This design comes from an exercise in tuning for small area, a short achievable clock period and few clock cycles on the open sky130 flow, not from production work. At most, simulation tests tie the RTL to the original design; equivalence was not proved. The flow treats the clock pin as an ideal source, which a real chip does not have. Power and IR drop assume default switching activity.

Design Top, start of the top module:
module Top(
    input clk,
    input rst,
    output [8:0] imem_addr,
    input  [8:0] imem_data,
    output [17:0] dmem_addr,
    input  [8:0]  dmem_rdata,
    output        dmem_we,
    output [8:0]  dmem_wdata,
    output        done
);
Size in the first run: about 1200 cells after synthesis, about 58 I/O pins, about 11000 um2 of cells after synthesis.
Settings: LEC_CHECK=0, CAP_MARGIN=20, CORE_MARGIN=2, CORE_UTILIZATION=40, SLEW_MARGIN=20; clock period 74.0 ns.
standard.sh (not shown) runs the stock make flow with config.mk's settings and CLKGATE_MAP_FILE= SYNTH_SCRIPT=/design/flow/synth_recipe.tcl, a recipe that flattens the netlist after the stock synthesis.
==> flow/flow/run.sh <==
#!/bin/bash
# The standard layout (standard.sh) with these changes:
#  - synthesis: flow/synth.tcl, the standard synthesis script with ABC mapping
#    the combinational logic for area (flow/abc_area.script); adders are left
#    to ABC (no full/half adder cell mapping, no Kogge-Stone carry trees),
#  - the port buffers are buf_2 cells,
#  - after CTS, flow/outputs.tcl makes the registers that drive output ports
#    faster (larger drive strength, or internal loads moved behind a buffer),
#  - optional clock tree settings from flow/cts.env.
# The make output goes to flow.log; ORFS keeps each step's log in orfs/logs.
set -euo pipefail
here=$(pwd)
export MY_ABC_SCRIPT="$here/flow/abc_area.script"
export ADDER_MAP_FILE=
export SYNTH_OPERATIONS_ARGS="-nofsm"
export BUFFER_PORTS_ARGS="-buffer_cell sky130_fd_sc_hd__buf_2"
export POST_CTS_TCL="$here/flow/outputs.tcl"
if [[ -f flow/cts.env ]]; then source flow/cts.env; fi
sed "s#SYNTH_SCRIPT=[^ ]*#SYNTH_SCRIPT=$here/flow/synth.tcl#" standard.sh > own.sh
bash own.sh > flow.log 2>&1
Other scripts of this flow, unchanged in this note and not shown: flow/flow/abc_area.script, flow/flow/cts.env, flow/flow/outputs.tcl, flow/flow/synth.tcl
Then changed:
--- a/flow/design.v
+++ b/flow/design.v
@@ -130,21 +130,25 @@
     if (rq || (rwr && iw[2:0] == 3'd3)) r3 <= rwd;
     if (rq || (rwr && iw[2:0] == 3'd4)) r4 <= rwd;
     if (rq || (rwr && iw[2:0] == 3'd5)) r5 <= rwd;
     if (rq || (rwr && iw[2:0] == 3'd6)) r6 <= rwd;
     if (rq || (rwr && iw[2:0] == 3'd7)) r7 <= rwd;
     if (rq || (rwr && iw[2:0] == 3'd0)) r8 <= rwd;
 end
+wire [17:0] mar_d = mact ? (mlb ? {mar[16:0], 1'b0} : {ac[15:0], 2'b00}) :
+                    (dfirst || dvb) ? {drem, dv} : sum;
+always @(posedge clk) mar <= mar_d;
+always @(posedge clk) cnt <= mfirst ? 5'd2 : dfirst ? dcnt0 : cnt + 5'd1;
 always @(posedge clk) begin
     rq <= rst;
     if (rq) begin
         pc <= 9'd0; k <= 2'd0;
         ac <= 18'd0; c0 <= 1'b0; c17 <= 1'b0;
         we <= 1'b0; dn <= 1'b0; ld <= 1'b0;
-        dvb <= 1'b0; mlb <= 1'b0; cnt <= 5'd0;
+        dvb <= 1'b0; mlb <= 1'b0;
     end else begin
         we <= 1'b0;
         ld <= 1'b0;
         if (adv) begin
             iw <= imem_data;
             if (isj) begin
                 pc <= jt ? imem_data : pc + 9'd1;
@@ -167,44 +171,39 @@
             if (c1 == C_EXIT) dn <= 1'b1;
         end
         if (x2) begin
             case (op)
                 O_LOAD, O_ADD, O_SUB, O_IMM, O_MUL, O_MULR:
                           begin ac <= sum; c0 <= sum[0]; c17 <= sum[17]; end
                 O_STORER: begin c0 <= sum[0]; c17 <= sum[17]; end
-                O_STACR:  begin mar <= sum; we <= 1'b1; c0 <= sum[0]; c17 <= sum[17]; end
-                O_LDACR:  begin mar <= sum; ld <= 1'b1; end
+                O_STACR:  begin we <= 1'b1; c0 <= sum[0]; c17 <= sum[17]; end
+                O_LDACR:  ld <= 1'b1;
                 O_LDAC:   ac <= sum;           
                 default: ;
             endcase
         end
-        if (x3) begin                      
-            mar <= sum;
-            ld <= 1'b1;
-        end
+        if (x3) ld <= 1'b1;                
         if (ld) begin
             ac <= {9'd0, dmem_rdata}; c0 <= dmem_rdata[0]; c17 <= 1'b0;
         end
         if (mlb) begin
             ac <= sum; c0 <= sum[0]; c17 <= sum[17];
         end
         if (mact) begin
             if (mlast) begin
-                mlb <= 1'b0; cnt <= 5'd0;
+                mlb <= 1'b0;
             end else begin
-                mar <= mlb ? {mar[16:0], 1'b0} : {ac[15:0], 2'b00};
-                mlb <= 1'b1; cnt <= mlb ? cnt + 5'd1 : 5'd2;
+                mlb <= 1'b1;
             end
         end
         if (dfirst || dvb) begin
             ac <= dq;
             if (dlast) begin
                 c0 <= dq[0]; c17 <= dq[17];
-                dvb <= 1'b0; cnt <= 5'd0;
+                dvb <= 1'b0;
             end else begin
-                mar <= {drem, dv};
-                dvb <= 1'b1; cnt <= dvb ? cnt + 5'd1 : dcnt0;
+                dvb <= 1'b1;
             end
         end
     end
 end
 endmodule
Effect: Global-route usage barely changes. Wire length decreases by a few percent. Final area decreases by a few percent. Sequential share of layout area increases by 1.4 points. Total power increases by a few percent. Hold slack hardly moves. Via count decreases by a few percent. Worst setup slack is better by 59 ps. Sequential power barely changes. First-iteration DRC count increases by a quarter to a third. Final cell count decreases by a few percent. Core utilization decreases by 0.49 points. Synthesized cell count decreases by a few percent.
Testbench counts after the change, summed over its fixed seeds: cycles 154,873.
Only the layout flow was run in the first run of this note; the RTL was not checked for function there.

* * *

Setup of alpha:
Another version of the RTL of Top (not shown whole).
Size: roughly 220 flip-flops, about 12000 sq um of cells after synthesis.
Settings: LEC_CHECK=0, CAP_MARGIN=20, CORE_MARGIN=2, CORE_UTILIZATION=40, SLEW_MARGIN=20; clock period 74.0 ns.
==> flow/flow/abc_area.script <==
strash
&get -n
&fraig -x
&put
dc2
strash
&get -n
&dch -f
&nf -a -R 1000
&put
topo
==> flow/flow/cts.env <==
export CTS_ARGS="-sink_clustering_enable -repair_clock_nets -sink_clustering_size 22 -sink_clustering_max_diameter 150 -dont_use_dummy_load"
==> flow/flow/outputs.tcl <==
# Registers that drive output ports: upsize them where the cell has a larger
# drive strength; otherwise move their internal loads behind a buffer so that
# the register only drives its output buffer and that one buffer.
set block [ord::get_db_block]
set n_sized 0
set n_buf 0
foreach bterm [$block getBTerms] {
  if {[$bterm getIoType] != "OUTPUT"} { continue }
  set pnet [$bterm getNet]
  set obuf ""
  foreach it [$pnet getITerms] {
    if {[$it isOutputSignal]} { set obuf [$it getInst] }
  }
  if {$obuf == ""} { continue }
  set in_it [$obuf findITerm A]
  set net [$in_it getNet]
  set drv ""
  foreach it [$net getITerms] {
    if {[$it isOutputSignal]} { set drv [$it getInst] }
  }
  if {$drv == ""} { continue }
  set m [[$drv getMaster] getName]
  if {![string match "*df*" $m]} { continue }
  if {$m == "sky130_fd_sc_hd__dfxtp_1" || $m == "sky130_fd_sc_hd__dfxtp_2"} {
    replace_cell [$drv getName] sky130_fd_sc_hd__dfxtp_4
    incr n_sized
    continue
  }
  set loads {}
  foreach it [$net getITerms] {
    if {[$it isInputSignal] && [$it getInst] != $obuf} {
      lappend loads [get_pins "[[$it getInst] getName]/[[$it getMTerm] getName]"]
    }
  }
  if {[llength $loads] >= 2} {
    insert_buffer -buffer_cell sky130_fd_sc_hd__buf_2 -net [get_nets [$net getName]] -load_pins $loads
    incr n_buf
  }
}
puts "outputs.tcl: $n_sized registers upsized, $n_buf buffers inserted"
detailed_placement
check_placement -verbose
==> flow/flow/synth.tcl <==
# synth_recipe.tcl (the standard synthesis) with one change: ABC maps the
# combinational logic with an area-oriented script (MY_ABC_SCRIPT) in place of
# ORFS's delay-oriented one.  Registers are mapped before ABC runs, as in the
# standard synthesis, so they keep their names and cell types.
proc synth {args} { yosys synth -nofsm -noshare {*}$args }
proc abc {args} {
  set i [lsearch -exact $args -script]
  if {$i >= 0} { lset args [expr {$i + 1}] $::env(MY_ABC_SCRIPT) }
  yosys abc {*}$args
}
source $::env(SCRIPTS_DIR)/synth.tcl
# left out here: clear keep_hierarchy, flatten, clean up, hide names made inside functions, write 1_2_yosys.v
Scripts as last shown in full above: flow/flow/run.sh
Testbench counts of alpha, summed over its fixed seeds: cycles 151,713.
Modified inputs, beta compared to alpha
--- a/flow/design.v
+++ b/flow/design.v
@@ -1,25 +1,25 @@
 `timescale 1ns / 1ps
 module Top(
     input clk,
     input rst,
     output [8:0] imem_addr,
     input  [8:0] imem_data,
     output [17:0] dmem_addr,
     input  [8:0]  dmem_rdata,
     output        dmem_we,
     output [8:0]  dmem_wdata,
     output        done
 );
-localparam DS = 3;             
+localparam DS = 2;             
 localparam DN = 18 / DS;       
 localparam O_LDACR = 4'd0, O_LOAD = 4'd1, O_STORER = 4'd2, O_STACR = 4'd3,
            O_ADD = 4'd4, O_SUB = 4'd5, O_MUL = 4'd6, O_DIV = 4'd7,
            O_IMM = 4'd8, O_MULR = 4'd9, O_LDAC = 4'd10;
 localparam C_NOP = 3'd0, C_INC = 3'd1, C_DEC = 3'd2, C_EXIT = 3'd3,
            C_JLSB = 3'd4, C_JNLSB = 3'd5, C_JNNEG = 3'd6, C_MULTI = 3'd7;
 reg        rq;                 
 reg [8:0]  pc, iw;
 reg [1:0]  k;
 reg [3:0]  op;
 reg [17:0] ac, mar;
 reg        c0, c17;            
--- outcome ---
Taking alpha as the reference, in beta synthesized netlist net count fell by about 4%, non-clock inverter total of the final layout decreased by about 15% relative to the old numbers, clock power dropped about 1%.
Summary of beta over alpha: post-synthesis average cell area higher, design area lower, cell count of the worst reg-to-reg path lower, effective utilization at floorplan lower, part of the power in the clock network higher.
A critical path launch point of ac[3] is what beta shows, while mar[13] belongs to alpha.
Route | beta vs alpha | wire shorter in beta
Testbench counts of beta, summed over its fixed seeds: cycles 154,544.

==> static timing again, ports no longer ideal <==
No port has a modelled driver above. Below, the same layouts with a new extraction and two added sets of constraints.
Step 1 assumes that a clkbuf_16 drives the clock port and a buf_2 every other input.
Step 2 moves the port delays by t, midway between the first and last clock arrival at a register: inputs arrive t later, outputs are due t later. That takes back most of the time a late clock gives input paths.
a / b / c = ideal / step 1 / step 2; a / b = the first two.
run | shift t [ns] | setup slack, ns | worst hold slack (ns) | worst setup path at the end | latest minus earliest clock arrival (ns)
the first run of note 1 | 0.526 | 58.037 / 57.982 / 58.344 | 0.478 / 0.478 / 0.478 | input to register | 0.023 / 0.023
the second run of note 1 | 0.522 | 58.096 / 58.052 / 58.323 | 0.479 / 0.479 / 0.479 | input to register | 0.044 / 0.043
alpha | 0.527 | 58.111 / 58.059 / 58.403 | 0.485 / 0.485 / 0.485 | input to register | 0.029 / 0.028
beta | 0.521 | 58.018 / 57.970 / 58.330 | 0.487 / 0.487 / 0.487 | input to register | 0.020 / 0.020
After both steps every run listed still meets setup and hold.
